From an optimization exercise on the open Yosys and OpenROAD flow, aimed at small area, a short achievable clock period and few clock cycles; shortcuts taken in it are not production practice. Where RTL was checked, it was by simulation tests only, not by an equivalence proof against the original.

==> flow/design.v (excerpt) <==
module huffman(clk, reset, gray_valid, gray_data, CNT_valid, CNT1, CNT2, CNT3, CNT4, CNT5, CNT6,code_valid, HC1, HC2, HC3, HC4, HC5, HC6, M1, M2, M3, M4, M5, M6);
input clk;
input reset;
input gray_valid;
input [7:0] gray_data;
output reg CNT_valid;
output [7:0] CNT1, CNT2, CNT3, CNT4, CNT5, CNT6;
output reg code_valid;
output [7:0] HC1, HC2, HC3, HC4, HC5, HC6;
output [7:0] M1, M2, M3, M4, M5, M6;
integer i;
reg [3:0] st;
wire sort_ev = (st == 4'd2) | (st == 4'd4) | (st == 4'd6);
wire sort_od = (st == 4'd3) | (st == 4'd5) | (st == 4'd7);
wire sort_last = (st == 4'd7);
wire merging = (st >= 4'd8) & (st <= 4'd12);
always @(posedge clk or posedge reset)
	if (reset) begin
		st <= 4'd0;
		CNT_valid <= 1'b0;
		code_valid <= 1'b0;
	end else begin
		CNT_valid <= (st == 4'd1) & ~gray_valid;
		code_valid <= (st == 4'd12);
		case (st)
			4'd0:	st <= gray_valid ? 4'd1 : 4'd0;
			4'd1:	st <= gray_valid ? 4'd1 : 4'd2;
			4'd13:	st <= 4'd13;
			default: st <= st + 4'd1;
		endcase
	end
reg [6:0] Q [0:5];
assign CNT6 = {1'b0, Q[0]};
assign CNT5 = {1'b0, Q[1]};
assign CNT4 = {1'b0, Q[2]};
assign CNT3 = {1'b0, Q[3]};
assign CNT2 = {1'b0, Q[4]};
assign CNT1 = {1'b0, Q[5]};
wire [2:0] ef = {Q[4] > Q[5], Q[2] > Q[3], Q[0] > Q[1]};
wire [1:0] of = {Q[3] > Q[4], Q[1] > Q[2]};
wire [6:0] S = Q[0];
wire [5:2] lt = {Q[5] < S, Q[4] < S, Q[3] < S, Q[2] < S};
wire [2:0] ins = {2'b00, lt[2]} + {2'b00, lt[3]} + {2'b00, lt[4]} + {2'b00, lt[5]};
  ...
make LEC_CHECK=0 CAP_MARGIN=20 CORE_MARGIN=2 CORE_UTILIZATION=40 SLEW_MARGIN=20 finish   # period 5.0 ns
run.sh (not shown) runs the stock make flow with config.mk's settings and CLKGATE_MAP_FILE= SYNTH_SCRIPT=/design/flow/synth_recipe.tcl, a recipe that flattens the netlist after the stock synthesis.
Then changed:
--- a/flow/config.mk
+++ b/flow/config.mk
@@ -6,6 +6,8 @@
 export NUM_CORES = 4
 export LEC_CHECK = 0
+export ABC_CLOCK_PERIOD_IN_PS = 2000
 export CAP_MARGIN = 20
 export CORE_MARGIN = 2
 export CORE_UTILIZATION = 40
+export SETUP_SLACK_MARGIN = 2.8
 export SLEW_MARGIN = 20
What happened:
- final area is higher by a quarter to a third
- core utilization grows by 11 points
No functional check of the RTL was part of any run of this note.

* * *

## job 101
The RTL this note starts from:
==> flow/design.v <==
module huffman(clk, reset, gray_valid, gray_data, CNT_valid, CNT1, CNT2, CNT3, CNT4, CNT5, CNT6,code_valid, HC1, HC2, HC3, HC4, HC5, HC6, M1, M2, M3, M4, M5, M6);
input clk;
input reset;
input gray_valid;
input [7:0] gray_data;
output reg CNT_valid;
output [7:0] CNT1, CNT2, CNT3, CNT4, CNT5, CNT6;
output reg code_valid;
output [7:0] HC1, HC2, HC3, HC4, HC5, HC6;
output [7:0] M1, M2, M3, M4, M5, M6;
integer i;
function lt7;
	input [6:0] a, b;
	reg [6:0] l, g;
	reg l10, g10, l32, g32, l54, g54, l30, g30, l64, g64;
	begin
		l = ~a & b;
		g = a & ~b;
		l10 = l[1] | (~g[1] & l[0]);	g10 = g[1] | (~l[1] & g[0]);
		l32 = l[3] | (~g[3] & l[2]);	g32 = g[3] | (~l[3] & g[2]);
		l54 = l[5] | (~g[5] & l[4]);	g54 = g[5] | (~l[5] & g[4]);
		l30 = l32 | (~g32 & l10);	g30 = g32 | (~l32 & g10);
		l64 = l[6] | (~g[6] & l54);	g64 = g[6] | (~l[6] & g54);
		lt7 = l64 | (~g64 & l30);
	end
endfunction
reg [3:0] st;
reg mv;
reg srt, slast, mrg;
wire img_end = (st == 4'd1) & ~gray_valid;
wire [3:0] st_n = (st == 4'd0) ? {3'd0, gray_valid} :
		(st == 4'd1) ? (gray_valid ? 4'd1 : 4'd2) :
		(st == 4'd12) ? 4'd12 : (mv ? st + 4'd1 : st);
always @(posedge clk or posedge reset)
	if (reset) begin
		st <= 4'd0;
		mv <= 1'b0;
		srt <= 1'b0;
		slast <= 1'b0;
		mrg <= 1'b0;
		CNT_valid <= 1'b0;
		code_valid <= 1'b0;
	end else begin
		st <= st_n;
		mv <= img_end | ((srt | mrg) & (~mv | (st_n == 4'd11)));
		srt <= (st_n >= 4'd2) & (st_n <= 4'd6);
		slast <= (st_n == 4'd6);
		mrg <= (st_n >= 4'd7) & (st_n <= 4'd11);
		CNT_valid <= img_end;
		code_valid <= (st == 4'd11) & mv;
	end
reg [6:0] Q [0:5];
assign CNT1 = {1'b0, Q[5]};
assign CNT2 = {1'b0, Q[0]};
assign CNT3 = {1'b0, Q[1]};
assign CNT4 = {1'b0, Q[2]};
assign CNT5 = {1'b0, Q[3]};
assign CNT6 = {1'b0, Q[4]};
wire [5:1] unsorted = {1'b0, st <= 4'd2, st <= 4'd3, st <= 4'd4, st <= 4'd5};
wire [5:1] lt_c;
genvar g;
generate
	for (g = 1; g < 6; g = g + 1) begin : cmp
		assign lt_c[g] = unsorted[g] | lt7(Q[g], Q[0]);
	end
endgenerate
reg [5:1] lt_r;
always @(posedge clk or posedge reset)
	if (reset)
		lt_r <= 5'd0;
	else
		lt_r <= lt_c;
wire [7:0] lt = {2'b00, lt_r, 1'b1};
wire [6:0] addA = Q[0] + Q[1];
wire [6:0] addB = Q[1] + Q[2];
wire [6:0] S = (addA & {7{~lt[2]}}) | (addB & {7{lt[2]}});
wire [5:0] inc;
assign inc[0] = gray_valid & (gray_data[2:0] == 3'd2);
assign inc[1] = gray_valid & (gray_data[2:0] == 3'd3);
assign inc[2] = gray_valid & (gray_data[2:0] == 3'd4);
assign inc[3] = gray_valid & (gray_data[2:0] == 3'd5);
assign inc[4] = gray_valid & (gray_data[2:0] == 3'd6);
assign inc[5] = gray_valid & (gray_data[2:0] == 3'd1);
wire sm = mv & srt & ~slast;
wire mm = mv & (slast | mrg);
reg [6:0] Qn [0:5];
reg [6:0] Qc [0:5];
reg selB, selC, selD;
always @(*) begin
	for (i = 0; i < 6; i = i + 1)
		Qc[i] = inc[i] ? Q[i] + 7'd1 : Q[i];
	selB = sm & lt[1];
	Qn[0] = (Qc[0] & {7{~(selB | mm)}}) | (Q[1] & {7{selB}}) | (S & {7{mm}});
	for (i = 1; i < 5; i = i + 1) begin
		selB = (sm & lt[i+1]) | (mm & ~lt[i+2] & ~lt[i+1]);
		selC = mm & lt[i+2];
		selD = (sm & ~lt[i+1] & lt[i]) | (mm & ~lt[i+2] & lt[i+1]);
		Qn[i] = (Qc[i] & {7{~(selB | selC | selD)}}) | (Q[(i+1)%6] & {7{selB}})
			| (Q[(i+2)%6] & {7{selC}}) | (Q[0] & {7{selD}});
	end
	selD = sm & lt[5];
	Qn[5] = (Qc[5] & {7{~(selD | mm)}}) | (Q[0] & {7{selD}}) | {7{mm}};
end
always @(posedge clk or posedge reset)
	if (reset) begin
		for (i = 0; i < 6; i = i + 1)
			Q[i] <= 7'd0;
	end else begin
		for (i = 0; i < 6; i = i + 1)
			Q[i] <= Qn[i];
	end
wire [2:0] ins = {lt[4], lt[2] & ~lt[4], (lt[1] & ~lt[2]) | (lt[3] & ~lt[4]) | lt[5]};
function [2:0] place;
	input [2:0] m;
	place = (m == 3'd0) ? 3'd0 : (m == 3'd1) ? 3'd5 : m - 3'd1;
endfunction
reg [2:0] nv [0:7];
always @(*) begin
	if (mm) begin
		nv[0] = place(ins);
		for (i = 1; i < 5; i = i + 1)
			nv[i] = lt[i] ? place(i - 1) : place(i);
		nv[5] = slast ? (lt[5] ? place(4) : place(5)) : place(ins);
	end else begin
		nv[0] = ins;
		for (i = 1; i < 6; i = i + 1)
			nv[i] = lt[i] ? i - 1 : i;
	end
	nv[6] = 3'd0;
	nv[7] = 3'd0;
end
reg [2:0] P [0:5];
reg [4:0] T [0:5];
reg [4:0] H [0:5];
always @(posedge clk or posedge reset)
	if (reset) begin
		P[0] <= 3'd5;
		for (i = 1; i < 6; i = i + 1)
			P[i] <= i - 1;
		for (i = 0; i < 6; i = i + 1) begin
			T[i] <= 5'd0;
			H[i] <= 5'd0;
		end
	end else begin
		for (i = 0; i < 6; i = i + 1) begin
			if (mv)
				P[i] <= nv[P[i]];
			if (mv & mrg & ((P[i] == 3'd0) | (P[i] == 3'd5))) begin
				T[i] <= {T[i][3:0], 1'b1};
				if (P[i] == 3'd0)
					H[i] <= H[i] | ({T[i][3:0], 1'b1} & ~T[i]);
			end
		end
	end
assign HC1 = {3'b0, H[0]};	assign M1 = {3'b0, T[0][4:1], 1'b1};
assign HC2 = {3'b0, H[1]};	assign M2 = {3'b0, T[1][4:1], 1'b1};
assign HC3 = {3'b0, H[2]};	assign M3 = {3'b0, T[2][4:1], 1'b1};
assign HC4 = {3'b0, H[3]};	assign M4 = {3'b0, T[3][4:1], 1'b1};
assign HC5 = {3'b0, H[4]};	assign M5 = {3'b0, T[4][4:1], 1'b1};
assign HC6 = {3'b0, H[5]};	assign M6 = {3'b0, T[5][4:1], 1'b1};
endmodule
==> flow/config.mk <==
export PLATFORM = sky130hd
export DESIGN_NAME = huffman
export DESIGN_NICKNAME = huffman
export VERILOG_FILES = /design/flow/design.v
export SDC_FILE = /design/flow/constraint.sdc
export NUM_CORES = 4
export LEC_CHECK = 0
export CAP_MARGIN = 20
export CORE_MARGIN = 2
export CORE_UTILIZATION = 60
export SETUP_SLACK_MARGIN = 2.8
export SLEW_MARGIN = 20
==> flow/constraint.sdc <==
create_clock -name core_clock -period 5.0 [get_ports {clk}]
set_input_delay 1.0000 -clock core_clock [delete_from_list [all_inputs] [get_ports {clk}]]
set_output_delay 1.0000 -clock core_clock [all_outputs]
set_load 0.01 [all_outputs]
standard.sh (not shown) runs the stock make flow with config.mk's settings and CLKGATE_MAP_FILE= SYNTH_SCRIPT=/design/flow/synth_recipe.tcl, a recipe that flattens the netlist after the stock synthesis.
==> flow/flow/run.sh <==
#!/bin/bash
# Own flow: the standard synthesis and layout (standard.sh), with the
# port buffers made of the smallest plain buffer cell. The make output goes
# to layout.log here.
set -euo pipefail
bash standard.sh BUFFER_PORTS_ARGS="-buffer_cell sky130_fd_sc_hd__buf_1" finish > "$PWD/layout.log" 2>&1
Testbench counts of job 101, summed over its fixed seeds: cycles 47,600.
### job 101 -> job 102
- changing CORE_UTILIZATION from 60 to 40
- changing SETUP_SLACK_MARGIN from 2.8 to 3.0
[summary]
Job 102: full flow OK, the timing, DRC and antenna checks passed. Summary — slew at the pin closest to its max-slew limit, job 102 relative to job 101: lower, by 0.096 ns. Of the two candidates, job 101 has the better wire length of the first global-routing pass and job 102 the worse one. Between job 101 and job 102, the least setup slack across all paths after layout is lower for job 101. Reported for job 101 and job 102, total congestion overflow turned out identical to the last digit.
Input changes introduced in job 103 (baseline for comparison: job 102):
- SETUP_SLACK_MARGIN now 2.6, was 3.0
## What came out
Looking at met1 routing resource usage after global routing, job 103 sits below job 102. Row actual transition at the worst max-transition pin: job 103 higher / job 102 lower. Between job 102 and job 103, the routed wire length is lower for job 103. Sort job 102 and job 103 by minimum clock period asc -> top: job 102. Job 103: no failed stages, no open violations at the end. | worst setup slack | job 103 vs job 102 | worse |. As far as minimum hold slack is concerned, job 102 and job 103 perform about the same. The maximum frequency in job 103 was lower than what job 102 gave. Compared with job 102, in job 103 number of global-route vias before repair went down, number of standard cells in the layout, taps in and fillers out went down.
Modified inputs, job 104 compared to job 103
- a change of SETUP_SLACK_MARGIN from 2.6 to 2.9
## What came out
The flow did not stop early for job 104: all stages ran, and the layout cleared the timing, DRC and antenna checks. Job 103 reports its classification of the worst setup path as reg -> reg while job 104 reports reg -> out. Compared with job 103, in job 104 via count of the first global-routing pass now larger, final critical path time including I/O delays and setup fell 0.19 ns. Job 104 ends up with a clock skew after layout that is 0.0050 ns lower than in job 103. Relative to job 103, post-cts gate resize count has increased by 63 in job 104. In terms of height of the die, job 103 and job 104 differ only marginally.

* * *

Setup of job 3160:
Starts from the design.v that is shown in full above.
==> flow/config.mk <==
export PLATFORM = sky130hd
export DESIGN_NAME = huffman
export DESIGN_NICKNAME = huffman
export VERILOG_FILES = /design/flow/design.v
export SDC_FILE = /design/flow/constraint.sdc
export NUM_CORES = 4
export LEC_CHECK = 0
export CAP_MARGIN = 20
export CORE_MARGIN = 2
export CORE_UTILIZATION = 40
export SETUP_SLACK_MARGIN = 2.4
export SLEW_MARGIN = 20
==> flow/constraint.sdc <==
create_clock -name core_clock -period 5.0 [get_ports {clk}]
set_input_delay 1.0000 -clock core_clock [delete_from_list [all_inputs] [get_ports {clk}]]
set_output_delay 1.0000 -clock core_clock [all_outputs]
set_load 0.01 [all_outputs]
Scripts as last shown in full above: flow/flow/run.sh
Job 3160: flow completed, timing, DRC and antenna clean
Testbench counts of job 3160, summed over its fixed seeds: cycles 47,600.
The inputs of job 5995 differ from those of job 3160 as listed below.
-- flow/config.mk --
<<< job 3160, line 10
export CORE_UTILIZATION = 40
export SETUP_SLACK_MARGIN = 2.4
export SLEW_MARGIN = 20
>>> job 5995, line 10
export CORE_UTILIZATION = 40
export CTS_BUF_LIST = sky130_fd_sc_hd__clkbuf_4 sky130_fd_sc_hd__clkbuf_8
export SETUP_SLACK_MARGIN = 2.8
export SLEW_MARGIN = 20
Findings:
In the flow results for job 5995 and job 3160, the total number of vias is larger on job 5995. Final cell area: job 5995 above job 3160. Job 5995 gives less slew of the pin with the lowest slew margin than job 3160 did. In job 5995, the cell depth of the worst hold path came out 1 below the value in job 3160. Run comparison: job 5995 kind of critical path reg2out; job 3160 kind of critical path reg2reg. Compared job 3160 against job 5995; flip-flop and latch count within noise. Going from job 3160 to job 5995, the non-clock buffer instance count of the final layout was found to have gone up by 34. Job 5995 and job 3160 ended up with nearly the same hold slack. Status: fraction of area in multi-input gates parity (job 3160, job 5995).

* * *

// huffman: RTL as listed in full above, without the edits since
clock: 5.0 ns
lec_check: 0
cap_margin: 20
core_margin: 2
core_utilization: 40
setup_slack_margin: 2.7
slew_margin: 20
Scripts as last shown in full above: flow/flow/run.sh
The starting point finished with timing, DRC and antenna clean.
Testbench counts at the start, summed over its fixed seeds: cycles 47,600.
==> next run, changes <==
--- a/flow/config.mk
+++ b/flow/config.mk
@@ -9,4 +9,4 @@
 export CORE_MARGIN = 2
 export CORE_UTILIZATION = 40
-export SETUP_SLACK_MARGIN = 2.7
+export SETUP_SLACK_MARGIN = 2.8
 export SLEW_MARGIN = 20
Effect: The new run produced a clean layout. Count of clock-buffer cells in the layout stays the same. Cell count stays flat. Synthesized area does not change. Final area rises slightly. Via count rises slightly.

* * *

## run 1
huffman, a different RTL version from the one above (not shown whole).
For scale: about 970 cells after synthesis, roughly 160 I/O pins, roughly 8900 µm² of cells after synthesis.
Settings: LEC_CHECK=0, CAP_MARGIN=20, CORE_MARGIN=2, CORE_UTILIZATION=40, SETUP_SLACK_MARGIN=3.0, SLEW_MARGIN=20; clock period 5.0 ns.
run.sh (not shown) runs the stock make flow with config.mk's settings and CLKGATE_MAP_FILE= SYNTH_SCRIPT=/design/flow/synth_recipe.tcl, a recipe that flattens the netlist after the stock synthesis.
Stock flow here: none of the scripts above is used.
Run 1 | stages: all done | timing, DRC, antenna: all pass
Testbench counts of run 1, summed over its fixed seeds: cycles 47,600.
Inputs modified between run 1 and run 2:
-- flow/config.mk --
<<< run 1, line 8
export CAP_MARGIN = 20
export CORE_MARGIN = 2
export CORE_UTILIZATION = 40
export SETUP_SLACK_MARGIN = 3.0
export SLEW_MARGIN = 20
>>> run 2, line 8
export CAP_MARGIN = 20
export CORE_MARGIN = 2
export CORE_UTILIZATION = 55
export CTS_CLUSTER_SIZE = 30
export SETUP_SLACK_MARGIN = 3.0
export SLEW_MARGIN = 20
==> comparison <==
- Side by side, total of clock buffers placed in the layout turned out higher in run 2 than in run 1.
- Area of the die shrinks by more than a quarter when moving from run 1 to run 2.
- Run 2: PASS, flow complete, no timing, DRC or antenna violations
The following lists how run 3 was set up differently from run 2:
==> flow/flow/run.sh (new file) <==
#!/bin/bash
# Own flow: the standard synthesis and layout (standard.sh), with the
# port buffers made of the smallest plain buffer cell. The make output goes
# to layout.log here.
set -euo pipefail
bash standard.sh BUFFER_PORTS_ARGS="-buffer_cell sky130_fd_sc_hd__buf_1" finish > "$PWD/layout.log" 2>&1
==> flow/standard.sh (new file) <==
#!/bin/bash
# synth_recipe.tcl (not shown) runs the flow's synth.tcl, then flattens the netlist and writes it again
# the make line also repeats each setting of config.mk as NAME=value (left out here)
make -C /OpenROAD-flow-scripts/flow DESIGN_CONFIG=/design/flow/config.mk WORK_HOME=/design/flow/orfs CLKGATE_MAP_FILE= SYNTH_SCRIPT=/design/flow/synth_recipe.tcl "${@:-finish}"
-- flow/config.mk --
<<< run 2, line 8
export CAP_MARGIN = 20
export CORE_MARGIN = 2
export CORE_UTILIZATION = 55
export CTS_CLUSTER_SIZE = 30
export SETUP_SLACK_MARGIN = 3.0
export SLEW_MARGIN = 20
>>> run 3, line 8
export CAP_MARGIN = 20
export CORE_MARGIN = 2
export CORE_UTILIZATION = 40
export SETUP_SLACK_MARGIN = 2.8
export SLEW_MARGIN = 20
removed: flow/run.sh
Notes after the runs:
Having completed the whole flow, run 3 delivered a layout that passed the timing, DRC and antenna checks. In the reports for run 3 and run 2, the larger global routing usage on met2 belongs to run 2. The timing startpoint of the critical path comes out lt_r[4] in one run and Q[4][5] in the other, namely in run 2 and run 3 respectively. For design area, dividing the value from run 2 by the value from run 3 gives 1.16. The layout filler cell count in run 3 sits 91% above the value recorded for run 2. Run comparison: run 2 slowest cell on the critical path sky130_fd_sc_hd__dfrtp_2; run 3 slowest cell on the critical path sky130_fd_sc_hd__dfrtp_1. Run 3 vs. run 2: peak per-stage delay on the critical path went up 130 ps; minimum clock period fell 34 ps; multi-input combinational gate total held.

-- static timing again, ports no longer ideal --
The results above use ideal ports. As a check the final layouts listed here were re-extracted and re-timed, cells and wires unchanged.
Step 1 sets driving cells, clkbuf_16 on the clock port and buf_2 on the other inputs (assumed; they add their load-dependent delay and slew).
Step 2, shift: input delay + t, output delay - t, t = (earliest + latest rising clock arrival at the registers) / 2. This alone moves slack from input paths to output paths.
Slacks: no drivers / after step 1 / after step 2; pairs: no drivers / after step 1.
run	t (ns)	setup slack, ns	worst setup path at the end	worst data-port slew with drivers (ns)
the first run of note 1	0.480	0.988 / 0.988 / 0.988	register to register	0.03
the second run of note 1	0.484	1.787 / 1.787 / 1.787	register to register	0.03
job 101	0.464	2.804 / 2.792 / 2.465	input to register	0.03
job 102	0.469	2.850 / 2.850 / 2.562	input to register	0.05
job 103	0.466	2.652 / 2.652 / 2.402	input to register	0.03
job 104	0.473	2.846 / 2.799 / 2.484	input to register	0.03
job 3160	0.459	2.547 / 2.547 / 2.220	input to register	0.03
job 5995	0.493	2.797 / 2.756 / 2.483	input to register	0.03
the first run of note 4	0.461	2.778 / 2.735 / 2.389	input to register	0.03
the second run of note 4	0.461	2.835 / 2.794 / 2.477	input to register	0.03
run 1	0.468	2.913 / 2.882 / 2.478	input to register	0.06
run 2	0.467	2.808 / 2.808 / 2.425	input to register	0.07
run 3	0.457	2.842 / 2.798 / 2.461	input to register	0.04
After both steps setup and hold are still met in every run listed. The setup slack of run 1, which loses most, moves by -0.031 ns with the drivers and by -0.435 ns with both steps.
